Background: an optimization exercise with open tools, aiming at small area and a short achievable clock period. Do not read the settings as production practice. In this exercise RTL edits were held to simulation tests only and were not proved equivalent to the original.

`config.mk`:
```
export PLATFORM = sky130hd
export DESIGN_NAME = fixed_point_alu
export DESIGN_NICKNAME = fixed_point_alu
export VERILOG_FILES = /design/flow/design.v
export SDC_FILE = /design/flow/constraint.sdc
export NUM_CORES = 4
export LEC_CHECK = 0
export ABC_AREA = 1
export CAP_MARGIN = 20
export CORE_MARGIN = 2
export CORE_UTILIZATION = 40
export SLEW_MARGIN = 20
```
`constraint.sdc`:
```
create_clock -name core_clock -period 60.0 [get_ports {clk}]
set_input_delay 12.0000 -clock core_clock [delete_from_list [all_inputs] [get_ports {clk}]]
set_output_delay 12.0000 -clock core_clock [all_outputs]
set_load 0.01 [all_outputs]
```
`design.v`:
```
module fixed_point_alu (
    input clk,
    input rst,
    input [1:0] op,
    input signed [15:0] a,
    input signed [15:0] b,
    output signed [23:0] out,
    output overflow
);
    wire sub = op[0];
    wire [16:0] bx = {b[15], b} ^ {17{sub}};
    wire [17:0] acy;
    wire [16:0] addsub;
    assign acy[0] = sub;
    genvar ai;
    generate for (ai = 0; ai < 17; ai = ai + 1) begin : asum
        wire xa = (ai == 16) ? a[15] : a[ai];
        assign addsub[ai] = xa ^ bx[ai] ^ acy[ai];
        assign acy[ai+1] = (xa & bx[ai]) | (xa & acy[ai]) | (bx[ai] & acy[ai]);
    end endgenerate
    wire [16:0] bb = {b, 1'b0};
    wire [16:0] ax = {a[15], a};
    wire [17:0] ax2 = {a[15], a, 1'b0};
    wire bone0 = bb[1] ^ bb[0];
    wire btwo0 = (bb[2] & ~bb[1] & ~bb[0]) | (~bb[2] & bb[1] & bb[0]);
    wire bneg0 = bb[2];
    wire [16:0] bpp0 = ({17{bone0}} & ax | {17{btwo0}} & ax2[16:0]) ^ {17{bneg0}};
    wire bone1 = bb[3] ^ bb[2];
    wire btwo1 = (bb[4] & ~bb[3] & ~bb[2]) | (~bb[4] & bb[3] & bb[2]);
    wire bneg1 = bb[4];
    wire [16:0] bpp1 = ({17{bone1}} & ax | {17{btwo1}} & ax2[16:0]) ^ {17{bneg1}};
    wire bone2 = bb[5] ^ bb[4];
    wire btwo2 = (bb[6] & ~bb[5] & ~bb[4]) | (~bb[6] & bb[5] & bb[4]);
    wire bneg2 = bb[6];
    wire [16:0] bpp2 = ({17{bone2}} & ax | {17{btwo2}} & ax2[16:0]) ^ {17{bneg2}};
    wire bone3 = bb[7] ^ bb[6];
    wire btwo3 = (bb[8] & ~bb[7] & ~bb[6]) | (~bb[8] & bb[7] & bb[6]);
    wire bneg3 = bb[8];
    wire [16:0] bpp3 = ({17{bone3}} & ax | {17{btwo3}} & ax2[16:0]) ^ {17{bneg3}};
    wire bone4 = bb[9] ^ bb[8];
    wire btwo4 = (bb[10] & ~bb[9] & ~bb[8]) | (~bb[10] & bb[9] & bb[8]);
    wire bneg4 = bb[10];
    wire [16:0] bpp4 = ({17{bone4}} & ax | {17{btwo4}} & ax2[16:0]) ^ {17{bneg4}};
    wire bone5 = bb[11] ^ bb[10];
    wire btwo5 = (bb[12] & ~bb[11] & ~bb[10]) | (~bb[12] & bb[11] & bb[10]);
    wire bneg5 = bb[12];
    wire [16:0] bpp5 = ({17{bone5}} & ax | {17{btwo5}} & ax2[16:0]) ^ {17{bneg5}};
    wire bone6 = bb[13] ^ bb[12];
    wire btwo6 = (bb[14] & ~bb[13] & ~bb[12]) | (~bb[14] & bb[13] & bb[12]);
    wire bneg6 = bb[14];
    wire [16:0] bpp6 = ({17{bone6}} & ax | {17{btwo6}} & ax2[16:0]) ^ {17{bneg6}};
    wire bone7 = bb[15] ^ bb[14];
    wire btwo7 = (bb[16] & ~bb[15] & ~bb[14]) | (~bb[16] & bb[15] & bb[14]);
    wire bneg7 = bb[16];
    wire [16:0] bpp7 = ({17{bone7}} & ax | {17{btwo7}} & ax2[16:0]) ^ {17{bneg7}};
    wire ms1 = bpp0[10] ^ bpp1[8];
    wire mc2 = bpp0[10] & bpp1[8];
    wire ms3 = bpp0[11] ^ bpp1[9];
    wire mc4 = bpp0[11] & bpp1[9];
    wire ms5 = bpp0[12] ^ bpp1[10] ^ bpp2[8];
    wire mc6 = (bpp0[12] & bpp1[10]) | (bpp0[12] & bpp2[8]) | (bpp1[10] & bpp2[8]);
    wire ms7 = bpp3[6] ^ bpp4[4];
    wire mc8 = bpp3[6] & bpp4[4];
    wire ms9 = bpp0[13] ^ bpp1[11] ^ bpp2[9];
    wire mc10 = (bpp0[13] & bpp1[11]) | (bpp0[13] & bpp2[9]) | (bpp1[11] & bpp2[9]);
    wire ms11 = bpp3[7] ^ bpp4[5];
    wire mc12 = bpp3[7] & bpp4[5];
    wire ms13 = bpp0[14] ^ bpp1[12] ^ bpp2[10];
    wire mc14 = (bpp0[14] & bpp1[12]) | (bpp0[14] & bpp2[10]) | (bpp1[12] & bpp2[10]);
    wire ms15 = bpp3[8] ^ bpp4[6] ^ bpp5[4];
    wire mc16 = (bpp3[8] & bpp4[6]) | (bpp3[8] & bpp5[4]) | (bpp4[6] & bpp5[4]);
    wire ms17 = bpp6[2] ^ bpp7[0];
    wire mc18 = bpp6[2] & bpp7[0];
    wire ms19 = bpp0[15] ^ bpp1[13] ^ bpp2[11];
    wire mc20 = (bpp0[15] & bpp1[13]) | (bpp0[15] & bpp2[11]) | (bpp1[13] & bpp2[11]);
    wire ms21 = bpp3[9] ^ bpp4[7] ^ bpp5[5];
    wire mc22 = (bpp3[9] & bpp4[7]) | (bpp3[9] & bpp5[5]) | (bpp4[7] & bpp5[5]);
    wire ms23 = bpp6[3] ^ bpp7[1];
    wire mc24 = bpp6[3] & bpp7[1];
    wire ms25 = ~bpp0[16] ^ bpp1[14] ^ bpp2[12];
    wire mc26 = (~bpp0[16] & bpp1[14]) | (~bpp0[16] & bpp2[12]) | (bpp1[14] & bpp2[12]);
    wire ms27 = bpp3[10] ^ bpp4[8] ^ bpp5[6];
    wire mc28 = (bpp3[10] & bpp4[8]) | (bpp3[10] & bpp5[6]) | (bpp4[8] & bpp5[6]);
    wire ms29 = bpp6[4] ^ bpp7[2] ^ 1'b1;
    wire mc30 = (bpp6[4] & bpp7[2]) | (bpp6[4] & 1'b1) | (bpp7[2] & 1'b1);
    wire ms31 = bpp1[15] ^ bpp2[13] ^ bpp3[11];
    wire mc32 = (bpp1[15] & bpp2[13]) | (bpp1[15] & bpp3[11]) | (bpp2[13] & bpp3[11]);
    wire ms33 = bpp4[9] ^ bpp5[7] ^ bpp6[5];
    wire mc34 = (bpp4[9] & bpp5[7]) | (bpp4[9] & bpp6[5]) | (bpp5[7] & bpp6[5]);
    wire ms35 = bpp7[3] ^ 1'b1;
    wire mc36 = bpp7[3] & 1'b1;
    wire ms37 = ~bpp1[16] ^ bpp2[14] ^ bpp3[12];
    wire mc38 = (~bpp1[16] & bpp2[14]) | (~bpp1[16] & bpp3[12]) | (bpp2[14] & bpp3[12]);
    wire ms39 = bpp4[10] ^ bpp5[8] ^ bpp6[6];
    wire mc40 = (bpp4[10] & bpp5[8]) | (bpp4[10] & bpp6[6]) | (bpp5[8] & bpp6[6]);
    wire ms41 = bpp2[15] ^ bpp3[13] ^ bpp4[11];
    wire mc42 = (bpp2[15] & bpp3[13]) | (bpp2[15] & bpp4[11]) | (bpp3[13] & bpp4[11]);
    wire ms43 = bpp5[9] ^ bpp6[7];
    wire mc44 = bpp5[9] & bpp6[7];
    wire ms45 = ~bpp2[16] ^ bpp3[14] ^ bpp4[12];
    wire mc46 = (~bpp2[16] & bpp3[14]) | (~bpp2[16] & bpp4[12]) | (bpp3[14] & bpp4[12]);
    wire ms47 = bpp3[15] ^ bpp4[13];
    wire mc48 = bpp3[15] & bpp4[13];
    wire ms49 = bpp0[6] ^ bpp1[4];
    wire mc50 = bpp0[6] & bpp1[4];
    wire ms51 = bpp0[7] ^ bpp1[5];
    wire mc52 = bpp0[7] & bpp1[5];
    wire ms53 = bpp0[8] ^ bpp1[6] ^ bpp2[4];
    wire mc54 = (bpp0[8] & bpp1[6]) | (bpp0[8] & bpp2[4]) | (bpp1[6] & bpp2[4]);
    wire ms55 = bpp3[2] ^ bpp4[0];
    wire mc56 = bpp3[2] & bpp4[0];
    wire ms57 = bpp0[9] ^ bpp1[7] ^ bpp2[5];
    wire mc58 = (bpp0[9] & bpp1[7]) | (bpp0[9] & bpp2[5]) | (bpp1[7] & bpp2[5]);
    wire ms59 = bpp3[3] ^ bpp4[1];
    wire mc60 = bpp3[3] & bpp4[1];
    wire ms61 = bpp2[6] ^ bpp3[4] ^ bpp4[2];
    wire mc62 = (bpp2[6] & bpp3[4]) | (bpp2[6] & bpp4[2]) | (bpp3[4] & bpp4[2]);
    wire ms63 = bpp5[0] ^ bneg5 ^ ms1;
    wire mc64 = (bpp5[0] & bneg5) | (bpp5[0] & ms1) | (bneg5 & ms1);
    wire ms65 = bpp2[7] ^ bpp3[5] ^ bpp4[3];
    wire mc66 = (bpp2[7] & bpp3[5]) | (bpp2[7] & bpp4[3]) | (bpp3[5] & bpp4[3]);
    wire ms67 = bpp5[1] ^ ms3 ^ mc2;
    wire mc68 = (bpp5[1] & ms3) | (bpp5[1] & mc2) | (ms3 & mc2);
    wire ms69 = bpp5[2] ^ bpp6[0] ^ bneg6;
    wire mc70 = (bpp5[2] & bpp6[0]) | (bpp5[2] & bneg6) | (bpp6[0] & bneg6);
    wire ms71 = ms5 ^ ms7 ^ mc4;
    wire mc72 = (ms5 & ms7) | (ms5 & mc4) | (ms7 & mc4);
    wire ms73 = bpp5[3] ^ bpp6[1] ^ ms9;
    wire mc74 = (bpp5[3] & bpp6[1]) | (bpp5[3] & ms9) | (bpp6[1] & ms9);
    wire ms75 = ms11 ^ mc6 ^ mc8;
    wire mc76 = (ms11 & mc6) | (ms11 & mc8) | (mc6 & mc8);
    wire ms77 = bneg7 ^ ms13 ^ ms15;
    wire mc78 = (bneg7 & ms13) | (bneg7 & ms15) | (ms13 & ms15);
    wire ms79 = ms17 ^ mc10 ^ mc12;
    wire mc80 = (ms17 & mc10) | (ms17 & mc12) | (mc10 & mc12);
    wire ms81 = ms19 ^ ms21 ^ ms23;
    wire mc82 = (ms19 & ms21) | (ms19 & ms23) | (ms21 & ms23);
    wire ms83 = mc14 ^ mc16 ^ mc18;
    wire mc84 = (mc14 & mc16) | (mc14 & mc18) | (mc16 & mc18);
    wire ms85 = ms25 ^ ms27 ^ ms29;
    wire mc86 = (ms25 & ms27) | (ms25 & ms29) | (ms27 & ms29);
    wire ms87 = mc20 ^ mc22 ^ mc24;
    wire mc88 = (mc20 & mc22) | (mc20 & mc24) | (mc22 & mc24);
    wire ms89 = ms31 ^ ms33 ^ ms35;
    wire mc90 = (ms31 & ms33) | (ms31 & ms35) | (ms33 & ms35);
    wire ms91 = mc26 ^ mc28 ^ mc30;
    wire mc92 = (mc26 & mc28) | (mc26 & mc30) | (mc28 & mc30);
    wire ms93 = bpp7[4] ^ ms37 ^ ms39;
    wire mc94 = (bpp7[4] & ms37) | (bpp7[4] & ms39) | (ms37 & ms39);
    wire ms95 = mc32 ^ mc34 ^ mc36;
    wire mc96 = (mc32 & mc34) | (mc32 & mc36) | (mc34 & mc36);
    wire ms97 = bpp7[5] ^ 1'b1 ^ ms41;
    wire mc98 = (bpp7[5] & 1'b1) | (bpp7[5] & ms41) | (1'b1 & ms41);
    wire ms99 = ms43 ^ mc38 ^ mc40;
    wire mc100 = (ms43 & mc38) | (ms43 & mc40) | (mc38 & mc40);
    wire ms101 = bpp5[10] ^ bpp6[8] ^ bpp7[6];
    wire mc102 = (bpp5[10] & bpp6[8]) | (bpp5[10] & bpp7[6]) | (bpp6[8] & bpp7[6]);
    wire ms103 = ms45 ^ mc42 ^ mc44;
    wire mc104 = (ms45 & mc42) | (ms45 & mc44) | (mc42 & mc44);
    wire ms105 = bpp5[11] ^ bpp6[9] ^ bpp7[7];
    wire mc106 = (bpp5[11] & bpp6[9]) | (bpp5[11] & bpp7[7]) | (bpp6[9] & bpp7[7]);
    wire ms107 = 1'b1 ^ ms47 ^ mc46;
    wire mc108 = (1'b1 & ms47) | (1'b1 & mc46) | (ms47 & mc46);
    wire ms109 = ~bpp3[16] ^ bpp4[14] ^ bpp5[12];
    wire mc110 = (~bpp3[16] & bpp4[14]) | (~bpp3[16] & bpp5[12]) | (bpp4[14] & bpp5[12]);
    wire ms111 = bpp6[10] ^ bpp7[8] ^ mc48;
    wire mc112 = (bpp6[10] & bpp7[8]) | (bpp6[10] & mc48) | (bpp7[8] & mc48);
    wire ms113 = bpp4[15] ^ bpp5[13] ^ bpp6[11];
    wire mc114 = (bpp4[15] & bpp5[13]) | (bpp4[15] & bpp6[11]) | (bpp5[13] & bpp6[11]);
    wire ms115 = bpp7[9] ^ 1'b1;
    wire mc116 = bpp7[9] & 1'b1;
    wire ms117 = ~bpp4[16] ^ bpp5[14] ^ bpp6[12];
    wire mc118 = (~bpp4[16] & bpp5[14]) | (~bpp4[16] & bpp6[12]) | (bpp5[14] & bpp6[12]);
    wire ms119 = bpp5[15] ^ bpp6[13];
    wire mc120 = bpp5[15] & bpp6[13];
    wire ms121 = bpp0[4] ^ bpp1[2];
    wire mc122 = bpp0[4] & bpp1[2];
    wire ms123 = bpp0[5] ^ bpp1[3];
    wire mc124 = bpp0[5] & bpp1[3];
    wire ms125 = bpp2[2] ^ bpp3[0] ^ bneg3;
    wire mc126 = (bpp2[2] & bpp3[0]) | (bpp2[2] & bneg3) | (bpp3[0] & bneg3);
    wire ms127 = bpp2[3] ^ bpp3[1] ^ ms51;
    wire mc128 = (bpp2[3] & bpp3[1]) | (bpp2[3] & ms51) | (bpp3[1] & ms51);
    wire ms129 = bneg4 ^ ms53 ^ ms55;
    wire mc130 = (bneg4 & ms53) | (bneg4 & ms55) | (ms53 & ms55);
    wire ms131 = ms57 ^ ms59 ^ mc54;
    wire mc132 = (ms57 & ms59) | (ms57 & mc54) | (ms59 & mc54);
    wire ms133 = ms61 ^ ms63 ^ mc58;
    wire mc134 = (ms61 & ms63) | (ms61 & mc58) | (ms63 & mc58);
    wire ms135 = ms65 ^ ms67 ^ mc62;
    wire mc136 = (ms65 & ms67) | (ms65 & mc62) | (ms67 & mc62);
    wire ms137 = ms69 ^ ms71 ^ mc66;
    wire mc138 = (ms69 & ms71) | (ms69 & mc66) | (ms71 & mc66);
    wire ms139 = ms73 ^ ms75 ^ mc70;
    wire mc140 = (ms73 & ms75) | (ms73 & mc70) | (ms75 & mc70);
    wire ms141 = ms77 ^ ms79 ^ mc74;
    wire mc142 = (ms77 & ms79) | (ms77 & mc74) | (ms79 & mc74);
    wire ms143 = ms81 ^ ms83 ^ mc78;
    wire mc144 = (ms81 & ms83) | (ms81 & mc78) | (ms83 & mc78);
    wire ms145 = ms85 ^ ms87 ^ mc82;
    wire mc146 = (ms85 & ms87) | (ms85 & mc82) | (ms87 & mc82);
    wire ms147 = ms89 ^ ms91 ^ mc86;
    wire mc148 = (ms89 & ms91) | (ms89 & mc86) | (ms91 & mc86);
    wire ms149 = ms93 ^ ms95 ^ mc90;
    wire mc150 = (ms93 & ms95) | (ms93 & mc90) | (ms95 & mc90);
    wire ms151 = ms97 ^ ms99 ^ mc94;
    wire mc152 = (ms97 & ms99) | (ms97 & mc94) | (ms99 & mc94);
    wire ms153 = ms101 ^ ms103 ^ mc98;
    wire mc154 = (ms101 & ms103) | (ms101 & mc98) | (ms103 & mc98);
    wire ms155 = ms105 ^ ms107 ^ mc102;
    wire mc156 = (ms105 & ms107) | (ms105 & mc102) | (ms107 & mc102);
    wire ms157 = ms109 ^ ms111 ^ mc106;
    wire mc158 = (ms109 & ms111) | (ms109 & mc106) | (ms111 & mc106);
    wire ms159 = ms113 ^ ms115 ^ mc110;
    wire mc160 = (ms113 & ms115) | (ms113 & mc110) | (ms115 & mc110);
    wire ms161 = bpp7[10] ^ ms117 ^ mc114;
    wire mc162 = (bpp7[10] & ms117) | (bpp7[10] & mc114) | (ms117 & mc114);
    wire ms163 = bpp7[11] ^ 1'b1 ^ ms119;
    wire mc164 = (bpp7[11] & 1'b1) | (bpp7[11] & ms119) | (1'b1 & ms119);
    wire ms165 = ~bpp5[16] ^ bpp6[14] ^ bpp7[12];
    wire mc166 = (~bpp5[16] & bpp6[14]) | (~bpp5[16] & bpp7[12]) | (bpp6[14] & bpp7[12]);
    wire ms167 = bpp6[15] ^ bpp7[13];
    wire mc168 = bpp6[15] & bpp7[13];
    wire ms169 = bpp0[2] ^ bpp1[0];
    wire mc170 = bpp0[2] & bpp1[0];
    wire ms171 = bpp0[3] ^ bpp1[1];
    wire mc172 = bpp0[3] & bpp1[1];
    wire ms173 = bpp2[0] ^ bneg2 ^ ms121;
    wire mc174 = (bpp2[0] & bneg2) | (bpp2[0] & ms121) | (bneg2 & ms121);
    wire ms175 = bpp2[1] ^ ms123 ^ mc122;
    wire mc176 = (bpp2[1] & ms123) | (bpp2[1] & mc122) | (ms123 & mc122);
    wire ms177 = ms49 ^ ms125 ^ mc124;
    wire mc178 = (ms49 & ms125) | (ms49 & mc124) | (ms125 & mc124);
    wire ms179 = mc50 ^ ms127 ^ mc126;
    wire mc180 = (mc50 & ms127) | (mc50 & mc126) | (ms127 & mc126);
    wire ms181 = mc52 ^ ms129 ^ mc128;
    wire mc182 = (mc52 & ms129) | (mc52 & mc128) | (ms129 & mc128);
    wire ms183 = mc56 ^ ms131 ^ mc130;
    wire mc184 = (mc56 & ms131) | (mc56 & mc130) | (ms131 & mc130);
    wire ms185 = mc60 ^ ms133 ^ mc132;
    wire mc186 = (mc60 & ms133) | (mc60 & mc132) | (ms133 & mc132);
    wire ms187 = mc64 ^ ms135 ^ mc134;
    wire mc188 = (mc64 & ms135) | (mc64 & mc134) | (ms135 & mc134);
    wire ms189 = mc68 ^ ms137 ^ mc136;
    wire mc190 = (mc68 & ms137) | (mc68 & mc136) | (ms137 & mc136);
    wire ms191 = mc72 ^ ms139 ^ mc138;
    wire mc192 = (mc72 & ms139) | (mc72 & mc138) | (ms139 & mc138);
    wire ms193 = mc76 ^ ms141 ^ mc140;
    wire mc194 = (mc76 & ms141) | (mc76 & mc140) | (ms141 & mc140);
    wire ms195 = mc80 ^ ms143 ^ mc142;
    wire mc196 = (mc80 & ms143) | (mc80 & mc142) | (ms143 & mc142);
    wire ms197 = mc84 ^ ms145 ^ mc144;
    wire mc198 = (mc84 & ms145) | (mc84 & mc144) | (ms145 & mc144);
    wire ms199 = mc88 ^ ms147 ^ mc146;
    wire mc200 = (mc88 & ms147) | (mc88 & mc146) | (ms147 & mc146);
    wire ms201 = mc92 ^ ms149 ^ mc148;
    wire mc202 = (mc92 & ms149) | (mc92 & mc148) | (ms149 & mc148);
    wire ms203 = mc96 ^ ms151 ^ mc150;
    wire mc204 = (mc96 & ms151) | (mc96 & mc150) | (ms151 & mc150);
    wire ms205 = mc100 ^ ms153 ^ mc152;
    wire mc206 = (mc100 & ms153) | (mc100 & mc152) | (ms153 & mc152);
    wire ms207 = mc104 ^ ms155 ^ mc154;
    wire mc208 = (mc104 & ms155) | (mc104 & mc154) | (ms155 & mc154);
    wire ms209 = mc108 ^ ms157 ^ mc156;
    wire mc210 = (mc108 & ms157) | (mc108 & mc156) | (ms157 & mc156);
    wire ms211 = mc112 ^ ms159 ^ mc158;
    wire mc212 = (mc112 & ms159) | (mc112 & mc158) | (ms159 & mc158);
    wire ms213 = mc116 ^ ms161 ^ mc160;
    wire mc214 = (mc116 & ms161) | (mc116 & mc160) | (ms161 & mc160);
    wire ms215 = mc118 ^ ms163 ^ mc162;
    wire mc216 = (mc118 & ms163) | (mc118 & mc162) | (ms163 & mc162);
    wire ms217 = mc120 ^ ms165 ^ mc164;
    wire mc218 = (mc120 & ms165) | (mc120 & mc164) | (ms165 & mc164);
    wire ms219 = 1'b1 ^ ms167 ^ mc166;
    wire mc220 = (1'b1 & ms167) | (1'b1 & mc166) | (ms167 & mc166);
    wire ms221 = ~bpp6[16] ^ bpp7[14] ^ mc168;
    wire mc222 = (~bpp6[16] & bpp7[14]) | (~bpp6[16] & mc168) | (bpp7[14] & mc168);
    wire ms223 = bpp7[15] ^ 1'b1;
    wire mc224 = bpp7[15] & 1'b1;
    wire [31:0] mra = {1'b1, ~bpp7[16], ms223, ms221, ms219, ms217, ms215, ms213, ms211, ms209, ms207, ms205, ms203, ms201, ms199, ms197, ms195, ms193, ms191, ms189, ms187, ms185, ms183, ms181, ms179, ms177, ms175, ms173, ms171, bneg1, bpp0[1], bpp0[0]};
    wire [31:0] mrb = {1'b0, mc224, mc222, mc220, mc218, mc216, mc214, mc212, mc210, mc208, mc206, mc204, mc202, mc200, mc198, mc196, mc194, mc192, mc190, mc188, mc186, mc184, mc182, mc180, mc178, mc176, mc174, mc172, mc170, ms169, 1'b0, bneg0};
    wire [32:0] mcy;
    wire [31:0] prod;
    assign mcy[0] = 1'b0;
    genvar mi;
    generate for (mi = 0; mi < 32; mi = mi + 1) begin : mcpa
        assign prod[mi] = mra[mi] ^ mrb[mi] ^ mcy[mi];
        assign mcy[mi+1] = (mra[mi] & mrb[mi]) | (mra[mi] & mcy[mi]) | (mrb[mi] & mcy[mi]);
    end endgenerate
    wire [15:0] na = a[15] ? -a : a;
    wire [15:0] E = b[15] ? b : ~b;
    wire cin = ~b[15];
    wire [23:0] N = {na, 8'd0};
    wire [23:0] q1;
    wire [0:0] d1_p23 = N[23];
    wire [1:0] d1_r23_t = {1'b0, d1_p23} + {1'b1, E[0:0]} + cin;
    assign q1[23] = (&E[15:1]) & ~d1_r23_t[1];
    wire [0:0] d1_rn23 = q1[23] ? d1_r23_t[0:0] : d1_p23;
    wire [14:0] d1_rem23 = {14'd0, d1_rn23[0:0]};
    wire [1:0] d1_p22 = {d1_rem23[0:0], N[22]};
    wire [2:0] d1_r22_t = {1'b0, d1_p22} + {1'b1, E[1:0]} + cin;
    assign q1[22] = (&E[15:2]) & ~d1_r22_t[2];
    wire [1:0] d1_rn22 = q1[22] ? d1_r22_t[1:0] : d1_p22;
    wire [14:0] d1_rem22 = {13'd0, d1_rn22[1:0]};
    wire [2:0] d1_p21 = {d1_rem22[1:0], N[21]};
    wire [3:0] d1_r21_t = {1'b0, d1_p21} + {1'b1, E[2:0]} + cin;
    assign q1[21] = (&E[15:3]) & ~d1_r21_t[3];
    wire [2:0] d1_rn21 = q1[21] ? d1_r21_t[2:0] : d1_p21;
    wire [14:0] d1_rem21 = {12'd0, d1_rn21[2:0]};
    wire [3:0] d1_p20 = {d1_rem21[2:0], N[20]};
    wire [4:0] d1_r20_t = {1'b0, d1_p20} + {1'b1, E[3:0]} + cin;
    assign q1[20] = (&E[15:4]) & ~d1_r20_t[4];
    wire [3:0] d1_rn20 = q1[20] ? d1_r20_t[3:0] : d1_p20;
    wire [14:0] d1_rem20 = {11'd0, d1_rn20[3:0]};
    wire [4:0] d1_p19 = {d1_rem20[3:0], N[19]};
    wire [5:0] d1_r19_t = {1'b0, d1_p19} + {1'b1, E[4:0]} + cin;
    assign q1[19] = (&E[15:5]) & ~d1_r19_t[5];
    wire [4:0] d1_rn19 = q1[19] ? d1_r19_t[4:0] : d1_p19;
    wire [14:0] d1_rem19 = {10'd0, d1_rn19[4:0]};
    wire [5:0] d1_p18 = {d1_rem19[4:0], N[18]};
    wire [6:0] d1_r18_t = {1'b0, d1_p18} + {1'b1, E[5:0]} + cin;
    assign q1[18] = (&E[15:6]) & ~d1_r18_t[6];
    wire [5:0] d1_rn18 = q1[18] ? d1_r18_t[5:0] : d1_p18;
    wire [14:0] d1_rem18 = {9'd0, d1_rn18[5:0]};
    wire [6:0] d1_p17 = {d1_rem18[5:0], N[17]};
    wire [7:0] d1_r17_t = {1'b0, d1_p17} + {1'b1, E[6:0]} + cin;
    assign q1[17] = (&E[15:7]) & ~d1_r17_t[7];
    wire [6:0] d1_rn17 = q1[17] ? d1_r17_t[6:0] : d1_p17;
    wire [14:0] d1_rem17 = {8'd0, d1_rn17[6:0]};
    wire [7:0] d1_p16 = {d1_rem17[6:0], N[16]};
    wire [8:0] d1_r16_t = {1'b0, d1_p16} + {1'b1, E[7:0]} + cin;
    assign q1[16] = (&E[15:8]) & ~d1_r16_t[8];
    wire [7:0] d1_rn16 = q1[16] ? d1_r16_t[7:0] : d1_p16;
    wire [14:0] d1_rem16 = {7'd0, d1_rn16[7:0]};
    wire [8:0] d1_p15 = {d1_rem16[7:0], N[15]};
    wire [9:0] d1_r15_t = {1'b0, d1_p15} + {1'b1, E[8:0]} + cin;
    assign q1[15] = (&E[15:9]) & ~d1_r15_t[9];
    wire [8:0] d1_rn15 = q1[15] ? d1_r15_t[8:0] : d1_p15;
    wire [14:0] d1_rem15 = {6'd0, d1_rn15[8:0]};
    wire [9:0] d1_p14 = {d1_rem15[8:0], N[14]};
    wire [10:0] d1_r14_t = {1'b0, d1_p14} + {1'b1, E[9:0]} + cin;
    assign q1[14] = (&E[15:10]) & ~d1_r14_t[10];
    wire [9:0] d1_rn14 = q1[14] ? d1_r14_t[9:0] : d1_p14;
    wire [14:0] d1_rem14 = {5'd0, d1_rn14[9:0]};
    wire [10:0] d1_p13 = {d1_rem14[9:0], N[13]};
    wire [11:0] d1_r13_t = {1'b0, d1_p13} + {1'b1, E[10:0]} + cin;
    assign q1[13] = (&E[15:11]) & ~d1_r13_t[11];
    wire [10:0] d1_rn13 = q1[13] ? d1_r13_t[10:0] : d1_p13;
    wire [14:0] d1_rem13 = {4'd0, d1_rn13[10:0]};
    wire [11:0] d1_p12 = {d1_rem13[10:0], N[12]};
    wire [12:0] d1_r12_t = {1'b0, d1_p12} + {1'b1, E[11:0]} + cin;
    assign q1[12] = (&E[15:12]) & ~d1_r12_t[12];
    wire [11:0] d1_rn12 = q1[12] ? d1_r12_t[11:0] : d1_p12;
    wire [14:0] d1_rem12 = {3'd0, d1_rn12[11:0]};
    wire [12:0] d1_p11 = {d1_rem12[11:0], N[11]};
    wire [13:0] d1_r11_t = {1'b0, d1_p11} + {1'b1, E[12:0]} + cin;
    assign q1[11] = (&E[15:13]) & ~d1_r11_t[13];
    wire [12:0] d1_rn11 = q1[11] ? d1_r11_t[12:0] : d1_p11;
    wire [14:0] d1_rem11 = {2'd0, d1_rn11[12:0]};
    reg [1:0] op_r;
    reg [23:0] res_r;   
    reg [14:0] e_r;     
    reg cin_r, a15_r;
    reg [3:0] remh_r;   
    reg [2:0] n_r;     
    always @(posedge clk or posedge rst) begin
        if (rst) begin
            op_r <= 2'd0;
            res_r <= 24'd0;
        end else begin
            op_r <= op;
            case (op)
                2'b00, 2'b01: res_r <= {{7{addsub[16]}}, addsub};
                2'b10: res_r <= prod[31:8];
                default: res_r <= {q1[23:11], d1_rem11[10:0]};
            endcase
        end
    end
    always @(posedge clk) begin
        e_r <= E[14:0];
        cin_r <= cin;
        a15_r <= a[15];
        n_r <= na[2:0];
        remh_r <= d1_rem11[14:11];
    end
    wire [15:0] E2 = {1'b1, e_r};
    wire [14:0] rem2 = {remh_r, res_r[10:0]};
    wire [23:0] N2 = {13'd0, n_r, 8'd0};
    wire [23:0] q;
    assign q[23:11] = res_r[23:11];
    wire [13:0] d2_p10 = {rem2[12:0], N2[10]};
    wire [14:0] d2_r10_t = {1'b0, d2_p10} + {1'b1, E2[13:0]} + cin_r;
    assign q[10] = (&E2[15:14]) & ~d2_r10_t[14];
    wire [13:0] d2_rn10 = q[10] ? d2_r10_t[13:0] : d2_p10;
    wire [14:0] d2_rem10 = {1'd0, d2_rn10[13:0]};
    wire [14:0] d2_p9 = {d2_rem10[13:0], N2[9]};
    wire [15:0] d2_r9_t = {1'b0, d2_p9} + {1'b1, E2[14:0]} + cin_r;
    assign q[9] = (&E2[15:15]) & ~d2_r9_t[15];
    wire [14:0] d2_rn9 = q[9] ? d2_r9_t[14:0] : d2_p9;
    wire [14:0] d2_rem9 = d2_rn9[14:0];
    wire [15:0] d2_p8 = {d2_rem9[14:0], N2[8]};
    wire [16:0] d2_r8_t = {1'b0, d2_p8} + {1'b1, E2[15:0]} + cin_r;
    assign q[8] = 1'b1 & ~d2_r8_t[16];
    wire [15:0] d2_rn8 = q[8] ? d2_r8_t[15:0] : d2_p8;
    wire [14:0] d2_rem8 = d2_rn8[14:0];
    wire [15:0] d2_p7 = {d2_rem8[14:0], N2[7]};
    wire [16:0] d2_r7_t = {1'b0, d2_p7} + {1'b1, E2[15:0]} + cin_r;
    assign q[7] = 1'b1 & ~d2_r7_t[16];
    wire [15:0] d2_rn7 = q[7] ? d2_r7_t[15:0] : d2_p7;
    wire [14:0] d2_rem7 = d2_rn7[14:0];
    wire [15:0] d2_p6 = {d2_rem7[14:0], N2[6]};
    wire [16:0] d2_r6_t = {1'b0, d2_p6} + {1'b1, E2[15:0]} + cin_r;
    assign q[6] = 1'b1 & ~d2_r6_t[16];
    wire [15:0] d2_rn6 = q[6] ? d2_r6_t[15:0] : d2_p6;
    wire [14:0] d2_rem6 = d2_rn6[14:0];
    wire [15:0] d2_p5 = {d2_rem6[14:0], N2[5]};
    wire [16:0] d2_r5_t = {1'b0, d2_p5} + {1'b1, E2[15:0]} + cin_r;
    assign q[5] = 1'b1 & ~d2_r5_t[16];
    wire [15:0] d2_rn5 = q[5] ? d2_r5_t[15:0] : d2_p5;
    wire [14:0] d2_rem5 = d2_rn5[14:0];
    wire [15:0] d2_p4 = {d2_rem5[14:0], N2[4]};
    wire [16:0] d2_r4_t = {1'b0, d2_p4} + {1'b1, E2[15:0]} + cin_r;
    assign q[4] = 1'b1 & ~d2_r4_t[16];
    wire [15:0] d2_rn4 = q[4] ? d2_r4_t[15:0] : d2_p4;
    wire [14:0] d2_rem4 = d2_rn4[14:0];
    wire [15:0] d2_p3 = {d2_rem4[14:0], N2[3]};
    wire [16:0] d2_r3_t = {1'b0, d2_p3} + {1'b1, E2[15:0]} + cin_r;
    assign q[3] = 1'b1 & ~d2_r3_t[16];
    wire [15:0] d2_rn3 = q[3] ? d2_r3_t[15:0] : d2_p3;
    wire [14:0] d2_rem3 = d2_rn3[14:0];
    wire [15:0] d2_p2 = {d2_rem3[14:0], N2[2]};
    wire [16:0] d2_r2_t = {1'b0, d2_p2} + {1'b1, E2[15:0]} + cin_r;
    assign q[2] = 1'b1 & ~d2_r2_t[16];
    wire [15:0] d2_rn2 = q[2] ? d2_r2_t[15:0] : d2_p2;
    wire [14:0] d2_rem2 = d2_rn2[14:0];
    wire [15:0] d2_p1 = {d2_rem2[14:0], N2[1]};
    wire [16:0] d2_r1_t = {1'b0, d2_p1} + {1'b1, E2[15:0]} + cin_r;
    assign q[1] = 1'b1 & ~d2_r1_t[16];
    wire [15:0] d2_rn1 = q[1] ? d2_r1_t[15:0] : d2_p1;
    wire [14:0] d2_rem1 = d2_rn1[14:0];
    wire [15:0] d2_p0 = {d2_rem1[14:0], N2[0]};
    wire [16:0] d2_r0_t = {1'b0, d2_p0} + {1'b1, E2[15:0]} + cin_r;
    assign q[0] = 1'b1 & ~d2_r0_t[16];
    wire [15:0] d2_rn0 = q[0] ? d2_r0_t[15:0] : d2_p0;
    wire [14:0] d2_rem0 = d2_rn0[14:0];
    wire sgn = a15_r ^ ~cin_r;
    wire bz = cin_r & (&e_r);
    wire [23:0] qs;
    assign qs[0] = q[0];
    genvar qi;
    generate for (qi = 1; qi < 24; qi = qi + 1) begin : qneg
        assign qs[qi] = q[qi] ^ (sgn & (|q[qi-1:0]));
    end endgenerate
    wire div = op_r[1] & op_r[0];
    assign out = !div ? res_r : bz ? {a15_r, {23{~a15_r}}} : qs;
    assign overflow = div & bz;
endmodule
```
`flow/run.sh`:
```
#!/bin/bash
# Standard layout, with timing repair asked for more setup slack than the
# clock needs, so that the critical paths get sized up.
export SETUP_SLACK_MARGIN=25
bash standard.sh > standard.log 2>&1
```
`standard.sh`:
```
#!/bin/bash
# synth_recipe.tcl (not shown) runs the flow's synth.tcl, then flattens the netlist and writes it again
# the make line also repeats each setting of config.mk as NAME=value (left out here)
make -C /OpenROAD-flow-scripts/flow DESIGN_CONFIG=/design/flow/config.mk WORK_HOME=/design/flow/orfs CLKGATE_MAP_FILE= SYNTH_SCRIPT=/design/flow/synth_recipe.tcl "${@:-finish}"
```
==> impl_metrics.toml, run 1 <==
[layout]
nNetsFinal = 3832
area_delta_synth_final_pct = 17.0
num-fill-cells = 5463
drive_above_1_share_pct = 13.4
diodes = 0

[global_routing]
grt_usage_pct = 25.1
grt_max_degree = 40
grt-ovfl-total = 0
grt_pass1_vias = 21100
grt_pass1_wl_microns = 114000
antenna_found_initial = 1

[synthesis]
synth_area_leaders = "ha_1, fa_1, nand2_1, xor2_1, inv_1"
yosysTopAreaCell = "ha_1"
syn_inst = 3232
async_flop_share_pct = 54.2
ys_ff_latch = 48
synth.distinct_cells = 64
synthFlopType = "dfrtp_1"
yosysTopAreaCellShare_pct = 15.2
synth.most_common_cell = "nand2_1"
synth_warnings = 1
synth_seq_area_share_pct = 5.03
netlist_area_sq_um = 21700
synth_commonest_cells = "nand2_1, inv_1, xor2_1"
synth_edf_count = 0
syn-num-nets = 3677
syn_area_per_cell_sq_um = 6.71

[route]
final_antenna_net_count = 0
postRouteWirelength_microns = 73800
drt-initial-drc-count = 1513
drc_errors = 0
viasPerCell = 5.46
dr.pass1.iters = 7
wl_per_cell_microns = 18.1
vias = 22300

[timing]
maxSlewViolCount = 0
relSlewSlack_pct = 32.3
period_needed_ps = 33690
hold_viol_final = 0
setup_viol = 0
rsz0062_at_grt = "true"
post-route-period-util_pct = 56.1
max_freq_ghz = 0.0297
fin_setup_tns_ps = 0
worst_slew_pin_slew_ps = 1010

[clock_tree]
cts_tree = "built"
cts_buffer_depth = 2
root_buffer = "clkbuf_16"
cts_made_buffers = 5
h-tree-depth = 2
path_clk_slew_ps = 60
clock_sinks = 48

[floorplanning]
rows = 85
die_x_microns = 237
die-area_sq_um = 56100
initial_core_util_pct = 40.4
fp.dieH_microns = 237
io-pin-count = 61
core_sq_um = 53700

[placed_design]
post-dp-hpwl_microns = 55700
io_buffers = 60
globalplace.congestion = 0.942

[critical_path]
crit_path_end = "out[1]"
worstPathArrival_ps = 21690
crit_path_end_kind = "primary output"
path_class = "reg2out"
cp_common_cell = "nand2_1"
crit_fanout = 16
cp-start-kind = "register"
crit_slowest_cell = "clkdlybuf4s50_1"
setup.worst_path.start = "res_r[6]"
critPathMaxStageDelay_ps = 590
crit_required_ps = 48000

[min_path]
hold_class = "in2reg"
hp-start = "a[0]"

[job]
cap_violations = 0

[status]
status = "finished clean"
metrics by stage:
| step | util [%] | area [sq um] | cells | setup WS, ps | hold slack (ps) |
|---|---|---|---|---|---|
| after floorplan | - | 21700 | 3232 | 25010 | 12030 |
| after detailed placement | 42.9 | 23000 | 3925 | 21520 | 12720 |
| after global placement | 42.9 | 23000 | 3925 | 21480 | 12720 |
| after global routing | 47.3 | 25400 | 4084 | 24720 | 12200 |
| final | 47.3 | 25400 | 4084 | 26310 | 12220 |
| after CTS | 44.2 | 23700 | 3957 | 25030 | 12200 |
per-layer routing:
layer	track usage (%)	share of wire (%)
met1	33.8	44
met5	0	0.018
met2	42.8	47
met4	7.81	3.3
met3	2.02	5.7
how the worst min path moves through the flow:
stage                     endpoint  slack, ps  cells past startpoint
final                       n_r[0]      12220                      1
after global routing        n_r[0]      12200                      1
after CTS                   n_r[0]      12200                      1
after detailed placement     a15_r      12720                      2
after global placement    res_r[5]      12720                      2
after floorplan              a15_r      12030                      0
repair_timing:
item	in CTS	in global routing
buffers inserted	17	116
cloned	7	10
gates resized for setup	107	223
hold buffers	0	0
pin swaps	10	84
endpoints found under the setup margin	39	38
cell type report:
type                            count  area (sq um)  share of cell area, %
Multi-Input combinational cell   2629         19300                   76.1
Timing Repair Buffer              238          2080                   8.19
Inverter                          458          1790                   7.03
Sequential cell                    48          1100                   4.35
Tap cell                          696           871                   3.43
Clock buffer                        5           125                  0.493
Timing Repair inverter              7          47.5                  0.187
Clock inverter                      3          46.3                  0.182
sequential cells by signal (all words and copies together), names as in the netlist:
signal / cells
res_r: 24
a15_r: 1
n_r: 3
cin_r: 1
remh_r: 2
op_r: 2
e_r: 15
critical path, delay by kind of cell, from the launching register on:
family / cells / cell delay [ps]
buf+inv: 19 / 2750
flops: 1 / 470
compound gates: 55 / 7940
fa+ha+maj: 11 / 4070
simple gates: 57 / 6100
cell usage in the layout, fill, tap and decap left out, types with 7 or more instances in the layout:
| master | instances |
|---|---|
| a21o_1 | 16 |
| a21oi_1 | 185 |
| a21oi_2 | 37 |
| a21oi_4 | 11 |
| and2_1 | 11 |
| buf_4 | 166 |
| clkdlybuf4s50_1 | 34 |
| clkinv_1 | 13 |
| clkinvlp_4 | 11 |
| dfrtp_1 | 26 |
| dfxtp_1 | 18 |
| dlymetal6s2s_1 | 23 |
| fa_1 | 139 |
| ha_1 | 251 |
| ha_4 | 9 |
| inv_1 | 416 |
| inv_2 | 16 |
| nand2_1 | 655 |
| nand2_2 | 26 |
| nand2_4 | 17 |
| nand3_1 | 159 |
| nand3_2 | 13 |
| nand3_4 | 7 |
| nand3b_1 | 9 |
| nand4_1 | 23 |
| nor2_1 | 151 |
| nor2_4 | 16 |
| nor3_1 | 18 |
| o2111ai_1 | 10 |
| o211ai_1 | 12 |
| o21ai_0 | 145 |
| o21ai_1 | 83 |
| o21ai_2 | 31 |
| o21bai_1 | 27 |
| o221ai_1 | 7 |
| o22ai_1 | 118 |
| or2_2 | 12 |
| xnor2_1 | 70 |
| xor2_1 | 268 |
logic make-up after synthesis:
logic type	synth area share (%)
XOR/XNOR	14.0
AO/OA/AOI/OAI	19.0
flip-flops	5.03
adder cells (fa/ha/maj)	28.9
AND/OR/NAND/NOR	22.8
multiplexers	0.190
buffers and inverters	10.1
==> run 2, diff against run 1 <==
==> flow/run.sh (replaced) <==
#!/bin/bash
# Standard layout, with timing repair asked for more setup slack than the
# clock needs, so that the critical paths get sized up.
export SETUP_SLACK_MARGIN=23
bash standard.sh > standard.log 2>&1
==> run 2 against run 1 <==
Effect of this change:
- synthesized area unchanged
- setup slack lost 1500 ps
- core utilization is 2.4 points lower
- largest cell class unchanged
- via count down 1.9%
- still clean
- sequential share of layout area grew 0.20 points
- clock-buffer cell count did not move
- routed wire length decreased by 1.7%
- critical path depth stayed put
- worst hold slack improved by 17 ps
- non-clock buffer count is 83 lower
- cell area shrank 5.0%
==> impl_metrics.toml, run 2 <==
[layout]
num-fill-cells = 5614
multi_input_area_sq_um = 18900
seqCellArea_sq_um = 1100
drive_above_1_share_pct = 8.13
layout_commonest_cell = "nand2_1"
top_regs = "res_r: 24 flops, e_r: 15 flops, n_r: 3 flops"
area_delta_synth_final_pct = 11.2
nNetsFinal = 3742
layout_common_cells = "nand2_1, inv_1, xor2_1, ha_1, a21oi_1"
top_register = "res_r"
largest_register_ffs = 24

[timing]
fin_ws_ps = 24850
setup_viol = 0
hold_viol_final = 0
relSlewSlack_pct = 19.6
fin_setup_tns_ps = 0
post-route-period-util_pct = 58.6
worst_slew_pin_slew_ps = 1200
max_freq_ghz = 0.0284
period_needed_ps = 35150
rsz0062_at_grt = "false"
maxSlewViolCount = 0

[critical_path]
crit_path_end_kind = "primary output"
crit_path_end = "out[10]"
cp-start-kind = "register"
cp_common_cell = "nand2_1"
setup.worst_path.start = "e_r[1]"
crit_required_ps = 48000
crit_slowest_cell = "clkdlybuf4s50_1"
path_class = "reg2out"
crit_fanout = 27
critPathMaxStageDelay_ps = 570
worstPathArrival_ps = 23150

[synthesis]
synth_area_leaders = "ha_1, fa_1, nand2_1, xor2_1, inv_1"
ys_ff_latch = 48
synth_commonest_cells = "nand2_1, inv_1, xor2_1"
yosysTopAreaCellShare_pct = 15.2
yosysTopAreaCell = "ha_1"
netlist_area_sq_um = 21700
synth.most_common_cell = "nand2_1"
syn_area_per_cell_sq_um = 6.71
async_flop_share_pct = 54.2
synth_seq_area_share_pct = 5.03
synth.distinct_cells = 64
synth_warnings = 1
synthFlopType = "dfrtp_1"
syn-num-nets = 3677
syn_inst = 3232
synth_edf_count = 0

[global_routing]
grt_pass1_wl_microns = 113000
grt-ovfl-total = 0
grt_max_degree = 39
grt_usage_pct = 25.2
antenna_found_initial = 2
grt_pass1_vias = 20700

[placed_design]
globalplace.congestion = 0.938
io_buffers = 60
dp_slack_ps = 20320
post-dp-hpwl_microns = 56600

[floorplanning]
die-area_sq_um = 56100
io-pin-count = 61
rows = 85
die_x_microns = 237
initial_core_util_pct = 40.4
core_sq_um = 53700
fp.dieH_microns = 237

[clock_tree]
root_buffer = "clkbuf_16"
path_clk_slew_ps = 70
cts_made_buffers = 5
clock_sinks = 48
h-tree-depth = 2
cts_tree = "built"
cts_buffer_depth = 2
cts_hold_buf = 0

[route]
wl_per_cell_microns = 18.2
vias = 21900
viasPerCell = 5.48
postRouteWirelength_microns = 72600
final_antenna_net_count = 0
dr.pass1.iters = 5
drc_errors = 0
drt-initial-drc-count = 1768

[min_path]
hold_class = "in2async"

[job]
cap_violations = 0

[status]
status = "finished clean"
==> run 2: cell counts after synthesis <==
Identical to the previous run, type by type.
==> run 2: stage by stage <==
stage                     utilization (%)  hold slack (ps)  instances  cell area [sq um]
final                                44.9            12230       3995              24100
after global routing                 44.9            12310       3994              24100
after CTS                            43.5            12380       3944              23400
after detailed placement             42.9            12700       3924              23000
after global placement               42.9            12690       3924              23000
after floorplan                         -            12030       3232              21700
==> run 2: worst min path at each step <==
stage	slack, ps	to	from
2_1_floorplan	12030	a15_r	a[15]
3_3_place_gp	12690	n_r[0]	a[0]
3_5_place_dp	12700	n_r[0]	a[0]
4_1_cts	12380	n_r[0]	a[0]
5_1_grt	12310	res_r[3]	rst
6_report	12230	res_r[5]	rst
==> run 2: cell type report <==
type / instances / share of cell area [%]
flip-flops and latches: 48 / 4.55
multi-input cells: 2625 / 78.2
well taps: 696 / 3.61
clock inverters: 3 / 0.0778
repair inverters: 4 / 0.104
inverters: 458 / 7.36
repair buffers: 155 / 5.55
diodes: 1 / 0.0104
clock buffers: 5 / 0.519
==> run 2: cell families (layout without fill, tap and decap cells) <==
group           count (synthesis)  count (layout)  synth area share, %
simple gates                 1128            1133                 22.8
compound gates                726             726                 19.0
buf+inv                       564             625                 10.1
fa+ha+maj                     415             415                 28.9
xor+xnor                      347             347                 14.0
flops                          48              48                 5.03
mux                             4               4                0.190
other cells                     0               1                    0
==> run 2: layer usage <==
layer | GRT usage [%] | part of all wire [%] | up-vias
met5 | 0 | 0 | -
met4 | 7.71 | 3.2 | 0
met1 | 34.0 | 45 | 10200
met3 | 1.64 | 5.5 | 111
met2 | 43.2 | 47 | 728
li1 | - | - | 10800
==> run 2: critical path: cells and delay by family, from the launching register on <==
family	cells	cell delay, ps
buffers and inverters	17	2610
AOI/OAI and AO/OA	58	9620
DFF	1	340
adders and majority gates	11	3940
and+or+nand+nor	56	6270
==> run 2: timing repair <==
action	CTS	global route
gates resized for setup	47	107
endpoints found under the setup margin	26	38
cloned	5	4
pin swaps	2	25
setup buffers	7	46
==> run 3, diff against run 2 <==
==> flow/run.sh (replaced) <==
#!/bin/bash
# Standard layout, with timing repair asked for more setup slack than the
# clock needs, so that the critical paths get sized up.
export SETUP_SLACK_MARGIN=27
bash standard.sh > standard.log 2>&1
==> run 3 against run 2 <==
Effect of this change:
- maximum frequency is 8.1% higher
- routed wire length is 11% higher
- synthesized cell count unchanged
- still clean
- highest routed layer unchanged
==> impl_metrics.toml, run 3 <==
[placed_design]
placed_cells = 3925
io_buffers = 60
dpl-instance-area_sq_um = 23100
post-dp-hpwl_microns = 55900
globalplace.congestion = 0.925

[global_routing]
antenna_found_initial = 2
grt_max_degree = 39
grt-ovfl-total = 0
grt_pass1_vias = 21800
grt_pass1_wl_microns = 118000
grt_usage_pct = 26.3

[clock_tree]
cts_tree = "built"
h-tree-depth = 2
cts_hold_buf = 0
cts_made_buffers = 5
cts_buffer_depth = 2
path_clk_slew_ps = 70
root_buffer = "clkbuf_16"
clock_sinks = 48

[route]
vias = 23600
dr.pass1.iters = 6
final_antenna_net_count = 0
wl_per_cell_microns = 19.0
postRouteWirelength_microns = 80400
drc_errors = 0
drt-initial-drc-count = 1974
viasPerCell = 5.56

[min_path]
whs_path_depth = 1
hold_class = "in2reg"
holdPathEnd = "n_r[0]"
hp-start = "a[0]"

[floorplanning]
core_sq_um = 53700
fp.dieH_microns = 237
rows = 85
initial_core_util_pct = 40.4
die_x_microns = 237
io-pin-count = 61
die-area_sq_um = 56100

[layout]
area_delta_synth_final_pct = 31.6
nNetsFinal = 3981
diodes = 0
layout_commonest_cell = "nand2_1"
drive_above_1_share_pct = 25.7
design_area_sq_um = 28500
instances_no_fill = 4233
top_regs = "res_r: 24 flops, e_r: 15 flops, n_r: 3 flops"
num-fill-cells = 5099
layout_common_cells = "nand2_1, inv_1, buf_4, xor2_1, ha_1"
largest_register_ffs = 24
top_register = "res_r"

[synthesis]
synth_warnings = 1
synth.most_common_cell = "nand2_1"
synth_commonest_cells = "nand2_1, inv_1, xor2_1"
ys_ff_latch = 48
yosysTopAreaCell = "ha_1"
synth.distinct_cells = 64
synth_edf_count = 0
netlist_area_sq_um = 21700
synth_area_leaders = "ha_1, fa_1, nand2_1, xor2_1, inv_1"
synthFlopType = "dfrtp_1"
synth_seq_area_share_pct = 5.03
syn_inst = 3232
yosysTopAreaCellShare_pct = 15.2
async_flop_share_pct = 54.2
syn-num-nets = 3677
syn_area_per_cell_sq_um = 6.71

[timing]
period_needed_ps = 32520
rsz0062_at_grt = "true"
setup_viol = 0
relSlewSlack_pct = 24.9
hold_viol_final = 0
post-route-period-util_pct = 54.2
max_freq_ghz = 0.0307
worst_slew_pin_slew_ps = 1130
maxSlewViolCount = 0
holdWs_ps = 11920
fin_setup_tns_ps = 0

[critical_path]
cp_common_cell = "nand2_1"
path_class = "reg2out"
crit_path_end_kind = "primary output"
path_delay_family = "compound AO/OA/AOI/OAI gates"
cp-start-kind = "register"
crit_fanout = 7
crit_slowest_cell = "fa_2"
critPathMaxStageDelay_ps = 400
critical_path_buf_inv_count = 22
worstPathArrival_ps = 20520
crit_required_ps = 48000

[status]
status = "finished clean"

[job]
cap_violations = 0
==> run 3: per-layer routing <==
metal	global-route usage [%]	part of all wire [%]	routed length, microns
met4	8.40	3.8	3060
met5	0	0	0
met3	2.94	7.1	5730
met2	44.8	47	38200
met1	34.8	42	33400
==> run 3: stage by stage <==
| stage | utilization (%) | setup slack [ps] |
|---|---|---|
| after floorplan | - | 27010 |
| after global placement | 43.0 | 21730 |
| after detailed placement | 43.0 | 21710 |
| after CTS | 46.3 | 27000 |
| after global routing | 53.1 | 26280 |
| final | 53.1 | 27480 |
==> run 3: cell families (layout without fill, tap and decap cells) <==
group | after synthesis | in the layout | share of synthesized area [%]
XOR/XNOR | 347 | 347 | 14.0
buffers and inverters | 564 | 859 | 10.1
AO/OA/AOI/OAI | 726 | 726 | 19.0
multiplexers | 4 | 4 | 0.190
adder cells (fa/ha/maj) | 415 | 415 | 28.9
flip-flops | 48 | 48 | 5.03
AND/OR/NAND/NOR | 1128 | 1138 | 22.8
==> run 3: worst max path at each step <==
stage / to / slack, ps / depth (start not counted) / start
after floorplan: out[4] / 27010 / 158 / e_r[1]
after global placement: res_r[8] / 21730 / 146 / a[1]
after detailed placement: res_r[8] / 21710 / 145 / a[1]
after CTS: out[18] / 27000 / 152 / cin_r
after global routing: out[9] / 26280 / 150 / e_r[0]
final: out[5] / 27480 / 151 / e_r[0]
==> run 3: area by class of cell <==
| type | count | area, sq um | area share, % |
|---|---|---|---|
| Timing Repair Buffer | 381 | 3260 | 11.4 |
| Clock buffer | 5 | 125 | 0.438 |
| Tap cell | 696 | 871 | 3.05 |
| Sequential cell | 48 | 1110 | 3.90 |
| Clock inverter | 3 | 68.8 | 0.241 |
| Multi-Input combinational cell | 2630 | 21200 | 74.3 |
| Inverter | 458 | 1810 | 6.34 |
| Timing Repair inverter | 12 | 90.1 | 0.316 |
==> run 3: what timing repair did <==
item / 4_1_cts / 5_1_grt
gates resized for setup: 263 / 542
endpoints found under the setup margin: 39 / 38
gates cloned: 13 / 10
pin swaps: 86 / 233
setup buffers: 101 / 175
==> run 4, diff against run 3 <==
==> run.sh (new file) <==
#!/bin/bash
# synth_recipe.tcl (not shown) runs the flow's synth.tcl, then flattens the netlist and writes it again
# the make line also repeats each setting of config.mk as NAME=value (left out here)
make -C /OpenROAD-flow-scripts/flow DESIGN_CONFIG=/design/flow/config.mk WORK_HOME=/design/flow/orfs CLKGATE_MAP_FILE= SYNTH_SCRIPT=/design/flow/synth_recipe.tcl finish
removed: flow/run.sh
removed: standard.sh
==> run 4 against run 3 <==
Effect of this change:
- synthesized cell count unchanged
- maximum frequency down 19%
- synthesized area unchanged
- critical path depth down 8
- setup slack worse by 7700 ps
- clock-buffer cell count unchanged
- sequential share of layout area up 0.81 points
- die area unchanged
- cell area down 19%
- routed wire length down 12%
- core utilization down 10 points
- critical path type unchanged
==> impl_metrics.toml, run 4 <==
[route]
wl_per_cell_microns = 18.0
vias = 21400
drc_errors = 0
postRouteWirelength_microns = 70700
final_antenna_net_count = 0
viasPerCell = 5.45
drt-initial-drc-count = 1807
dr.pass1.iters = 9

[synthesis]
syn-num-nets = 3677
syn_inst = 3232
yosysTopAreaCellShare_pct = 15.2
ys_ff_latch = 48
synth_commonest_cells = "nand2_1, inv_1, xor2_1"
synth_warnings = 1
netlist_area_sq_um = 21700
synth_edf_count = 0
synth.distinct_cells = 64
synthFlopType = "dfrtp_1"
yosysTopAreaCell = "ha_1"
syn_area_per_cell_sq_um = 6.71
async_flop_share_pct = 54.2
synth_seq_area_share_pct = 5.03
synth_area_leaders = "ha_1, fa_1, nand2_1, xor2_1, inv_1"
synth.most_common_cell = "nand2_1"

[critical_path]
worstPathArrival_ps = 28220
crit_path_end_kind = "primary output"
crit_fanout = 27
crit_required_ps = 48000
critPathMaxStageDelay_ps = 630
path_class = "reg2out"
setup.worst_path.start = "e_r[1]"
cp_common_cell = "a21oi_1"
cp-start-kind = "register"
crit_slowest_cell = "clkdlybuf4s50_1"

[status]
status = "finished clean"

[clock_tree]
root_buffer = "clkbuf_16"
h-tree-depth = 2
cts_tree = "built"
cts_setup_buffers = 0
cts_resized = 0
cts_made_buffers = 5
path_clk_slew_ps = 70
clock_sinks = 48
cts_hold_buf = 0
cts_buffer_depth = 2

[placed_design]
globalplace.congestion = 0.938
dp_slack_ps = 20320
placed_cells = 3924
post-dp-hpwl_microns = 56600
io_buffers = 60

[floorplanning]
rows = 85
io-pin-count = 61
die-area_sq_um = 56100
fp.dieH_microns = 237
core_sq_um = 53700
die_x_microns = 237
initial_core_util_pct = 40.4

[layout]
drive_above_1_share_pct = 4.14
nNetsFinal = 3680
largest_register_ffs = 24
area_delta_synth_final_pct = 6.84
instances_no_fill = 3933
layout_commonest_cell = "nand2_1"
layout_common_cells = "nand2_1, inv_1, xor2_1, ha_1, a21oi_1"
num-fill-cells = 5679
top_register = "res_r"
top_regs = "res_r: 24 flops, e_r: 15 flops, n_r: 3 flops"

[timing]
post-route-period-util_pct = 67.0
hold_viol_final = 0
relSlewSlack_pct = 33.0
holdWs_ps = 12240
fin_setup_tns_ps = 0
fin_ws_ps = 19780
worst_slew_pin_slew_ps = 1000
max_freq_ghz = 0.0249
maxSlewViolCount = 0
period_needed_ps = 40220
rsz0062_at_grt = "false"
setup_viol = 0

[global_routing]
grt_pass1_wl_microns = 112000
antenna_found_initial = 3
grt_max_degree = 39
grt_pass1_vias = 20600
grt_usage_pct = 25.0
grt-ovfl-total = 0

[job]
cap_violations = 0

[min_path]
hold_class = "in2async"
## run 4: changes by cell type in the layout (fill, tap and decap cells not counted), moves of 63 or more
cell     before  now
a21oi_2      65    2
o21ai_0     104  212
ha_1        194  264
ha_4         68    0
o21ai_2      65    1
nand2_1     592  667
buf_4       281   42
a21oi_1     152  230
## run 4: area by class of cell
type                    count  area [sq um]  area share (%)
multi-input cells        2620         18400            79.5
well taps                 696           871            3.76
clock inverters             3          18.8          0.0810
repair buffers            102           916            3.95
inverters                 458          1720            7.43
diodes                      1          2.50          0.0108
flip-flops and latches     48          1090            4.71
clock buffers               5           125           0.540
## run 4: per-layer routing
| layer | GRT usage (%) | share of wire [%] | vias up |
|---|---|---|---|
| met5 | 0 | 0 | - |
| met4 | 7.46 | 3.0 | 0 |
| met3 | 1.64 | 5.3 | 117 |
| met2 | 42.5 | 46 | 664 |
| met1 | 34.0 | 45 | 9943 |
| li1 | - | - | 10700 |
## run 4: path summary, 6_finish.rpt
path                              to  cells past startpoint
worst max-delay path         out[15]                    143
worst min-delay path        res_r[5]                      2
max in group asynchronous  res_r[14]                      2
min in group core_clock       n_r[0]                      1
## run 4: cell families after synthesis
group	count (synthesis)	share of synthesized area [%]
AND/OR/NAND/NOR	1128	22.8
AO/OA/AOI/OAI	726	19.0
buffers and inverters	564	10.1
adder cells (fa/ha/maj)	415	28.9
XOR/XNOR	347	14.0
flip-flops	48	5.03
multiplexers	4	0.190
## run 4: through the flow
step	area [sq um]	utilization [%]
global placement	23000	42.9
detailed placement	23000	42.9
floorplan	21700	-
finish	23200	43.1
global route	23200	43.1
CTS	23200	43.1
## run 4: worst max-delay path: cells and delay by family, from the launching register on
kind,cells,cell delay (ps)
compound gates,66,13500
simple gates,52,6130
fa+ha+maj,11,4020
buf+inv,14,3940
flops,1,310
==> run 5, diff against run 4 <==
==> flow/run.sh (new file) <==
#!/bin/bash
# The standard layout (standard.sh), with timing repair asked for more setup
# slack than the clock needs, so that it sizes up the critical paths.
export SETUP_SLACK_MARGIN=23
export BUFFER_PORTS_ARGS="-buffer_cell sky130_fd_sc_hd__buf_2"
bash standard.sh > standard.log 2>&1
==> standard.sh (new file) <==
#!/bin/bash
# synth_recipe.tcl (not shown) runs the flow's synth.tcl, then flattens the netlist and writes it again
# the make line also repeats each setting of config.mk as NAME=value (left out here)
make -C /OpenROAD-flow-scripts/flow DESIGN_CONFIG=/design/flow/config.mk WORK_HOME=/design/flow/orfs CLKGATE_MAP_FILE= SYNTH_SCRIPT=/design/flow/synth_recipe.tcl "${@:-finish}"
removed: run.sh
==> run 5 against run 4 <==
Effect of this change:
- maximum frequency increased by 15%
- sequential share of layout area down 0.082 points
- cell area is 2.2% higher
==> impl_metrics.toml, run 5 <==
[status]
status = "finished clean"

[layout]
diodes = 0
top_register = "res_r"
top_regs = "res_r: 24 flops, e_r: 15 flops, n_r: 3 flops"
nNetsFinal = 3731
largest_register_ffs = 24
design_area_sq_um = 23700
layout_commonest_cell = "nand2_1"
layout_common_cells = "nand2_1, inv_1, xor2_1, ha_1, a21oi_1"
drive_above_1_share_pct = 9.52
area_delta_synth_final_pct = 9.23

[placed_design]
globalplace.congestion = 0.932
dp_slack_ps = 20780
dpl-instance-area_sq_um = 22700
io_buffers = 60
post-dp-hpwl_microns = 56000

[floorplanning]
die_x_microns = 237
rows = 85
initial_core_util_pct = 40.4
fp.dieH_microns = 237
die-area_sq_um = 56100
io-pin-count = 61
core_sq_um = 53700

[route]
wl_per_cell_microns = 18.0
final_antenna_net_count = 0
viasPerCell = 5.46
dr.pass1.iters = 5
drc_errors = 0
drt-initial-drc-count = 1455
postRouteWirelength_microns = 71600
vias = 21800

[clock_tree]
root_buffer = "clkbuf_16"
h-tree-depth = 2
cts_buffer_depth = 2
cts_made_buffers = 5
path_clk_slew_ps = 60
cts_tree = "built"
clock_sinks = 48
cts_hold_buf = 0

[global_routing]
grt-ovfl-total = 0
grt_usage_pct = 25.0
grt_pass1_wl_microns = 113000
antenna_found_initial = 1
grt_pass1_vias = 20600
grt_max_degree = 40

[synthesis]
synth.distinct_cells = 64
synth-xor-area-share_pct = 14.0
synth_top_family_by_area = "adder cells"
syn_area_per_cell_sq_um = 6.71
synth_area_leaders = "ha_1, fa_1, nand2_1, xor2_1, inv_1"
synth_simple_gate_area_share_pct = 22.8
async_flop_share_pct = 54.2
synthFlopType = "dfrtp_1"
yosys.area_share.adder_pct = 28.9
synth.most_common_cell = "nand2_1"
yosysTopAreaCell = "ha_1"
syn_inst = 3232
synth_mux_area_share_pct = 0.190
synth_edf_count = 0
synth-compound-area-share_pct = 19.0
synth_seq_area_share_pct = 5.03
yosysTopAreaCellShare_pct = 15.2
netlist_area_sq_um = 21700
synth_commonest_cells = "nand2_1, inv_1, xor2_1"
synth_warnings = 1
ys_ff_latch = 48
syn-num-nets = 3677

[critical_path]
cp_common_cell = "nand2_1"
crit_fanout = 27
critPathMaxStageDelay_ps = 460
cp-start-kind = "register"
setup.worst_path.start = "e_r[1]"
crit_path_end_kind = "primary output"
crit_slowest_cell = "fa_1"
crit_required_ps = 48000
worstPathArrival_ps = 23060
path_class = "reg2out"

[timing]
setup_viol = 0
relSlewSlack_pct = 39.4
worst_slew_pin_slew_ps = 904
hold_viol_final = 0
period_needed_ps = 35060
rsz0062_at_grt = "false"
max_freq_ghz = 0.0285
post-route-period-util_pct = 58.4
maxSlewViolCount = 0
fin_setup_tns_ps = 0
fin_ws_ps = 24940

[min_path]
hold_class = "in2async"

[job]
cap_violations = 0
-- run 5: cell count changes in the layout (fill, tap and decap cells not counted), sizes merged --
cell           previous run  this run
clkbuf                    5         7
nor2                    169       171
inv                     441       434
clkdlybuf4s50            60         0
buf                      42       143
nand2                   692       694
clkinvlp                  0        11
diode                     1         0
-- run 5: per-stage QoR --
stage	util (%)	instances	hold WS [ps]
2_1_floorplan	-	3232	12030
6_report	44.1	3983	11840
3_3_place_gp	42.2	3916	12250
5_1_grt	44.1	3983	11900
4_1_cts	42.8	3936	11940
3_5_place_dp	42.2	3916	12250
-- run 5: routing by layer --
layer / vias to the layer above / part of all wire [%] / GRT usage, % / routed length, microns
met5: - / 0 / 0 / 0
met4: 0 / 2.3 / 6.02 / 1670
met3: 93 / 5.5 / 1.78 / 3950
met2: 643 / 47 / 42.6 / 33500
met1: 10200 / 45 / 34.2 / 32400
li1: 10800 / - / - / -
-- run 5: how the worst max path moves through the flow --
stage | end | slack (ps) | cells after the start
global placement | out[10] | 20830 | 142
floorplan | out[4] | 24430 | 155
CTS | out[10] | 23000 | 148
detailed placement | out[10] | 20780 | 143
finish | out[4] | 24940 | 147
global route | res_r[10] | 22850 | 148
-- run 5: what timing repair did --
item | CTS | global route
gates resized for setup | 32 | 117
endpoints found under the setup margin | 24 | 38
pin swaps | 3 | 24
cloned | 4 | 5
setup buffers | 8 | 41
-- run 5: cell type report --
cell class | instances | area, sq um
Sequential cell | 48 | 1100
Clock inverter | 2 | 15.0
Inverter | 458 | 1770
Tap cell | 696 | 871
Timing Repair Buffer | 144 | 956
Clock buffer | 6 | 139
Timing Repair inverter | 5 | 30.0
Multi-Input combinational cell | 2624 | 18800
Fill cell | 5627 | 30000
-- run 5: worst max-delay path, delay by kind of cell (launching register included) --
| kind | cells | cell delay [ps] |
|---|---|---|
| AOI/OAI and AO/OA | 64 | 10410 |
| and+or+nand+nor | 55 | 5930 |
| adders and majority gates | 11 | 3780 |
| buffers and inverters | 16 | 2090 |
| DFF | 1 | 320 |
| xor gates and xnor gates | 1 | 160 |
-- run 5: cells by family (layout without fill, tap and decap cells) --
family,after synthesis,count (layout)
compound gates,726,726
xor+xnor,347,347
fa+ha+maj,415,415
buf+inv,564,615
flops,48,48
mux,4,4
simple gates,1128,1132

## re-timing with driven ports
Ports are ideal in the flow. The routed layouts listed here were re-timed in OpenROAD. Step 1, drivers: a clkbuf_16 drives clk and a buf_2 each remaining input, both assumed. Step 2 also shifts input and output timing later by t, the mid clock arrival at the registers, as if the neighbouring blocks saw the same clock. Three values: ideal, step 1, step 2; two values: the first two.
run | shift t [ns] | slack for setup (ns) | hold WS [ns] | clock arrival spread, ns | pins driven straight from the clock port
run 1 | 0.331 | 26.315 / 26.272 / 26.363 | 12.216 / 12.192 / 12.523 | 0.008 / 0.007 | 1
run 2 | 0.329 | 24.846 / 24.807 / 24.884 | 12.233 / 12.214 / 12.543 | 0.015 / 0.015 | 1
run 3 | 0.350 | 27.476 / 27.431 / 27.781 | 11.916 / 11.891 / 12.242 | 0.012 / 0.011 | 1
run 4 | 0.329 | 19.781 / 19.741 / 20.070 | 12.241 / 12.222 / 12.550 | 0.014 / 0.015 | 1
run 5 | 0.325 | 24.941 / 24.899 / 24.983 | 11.844 / 11.820 / 12.145 | 0.011 / 0.011 | 1
After both steps setup and hold are still met in every run listed.
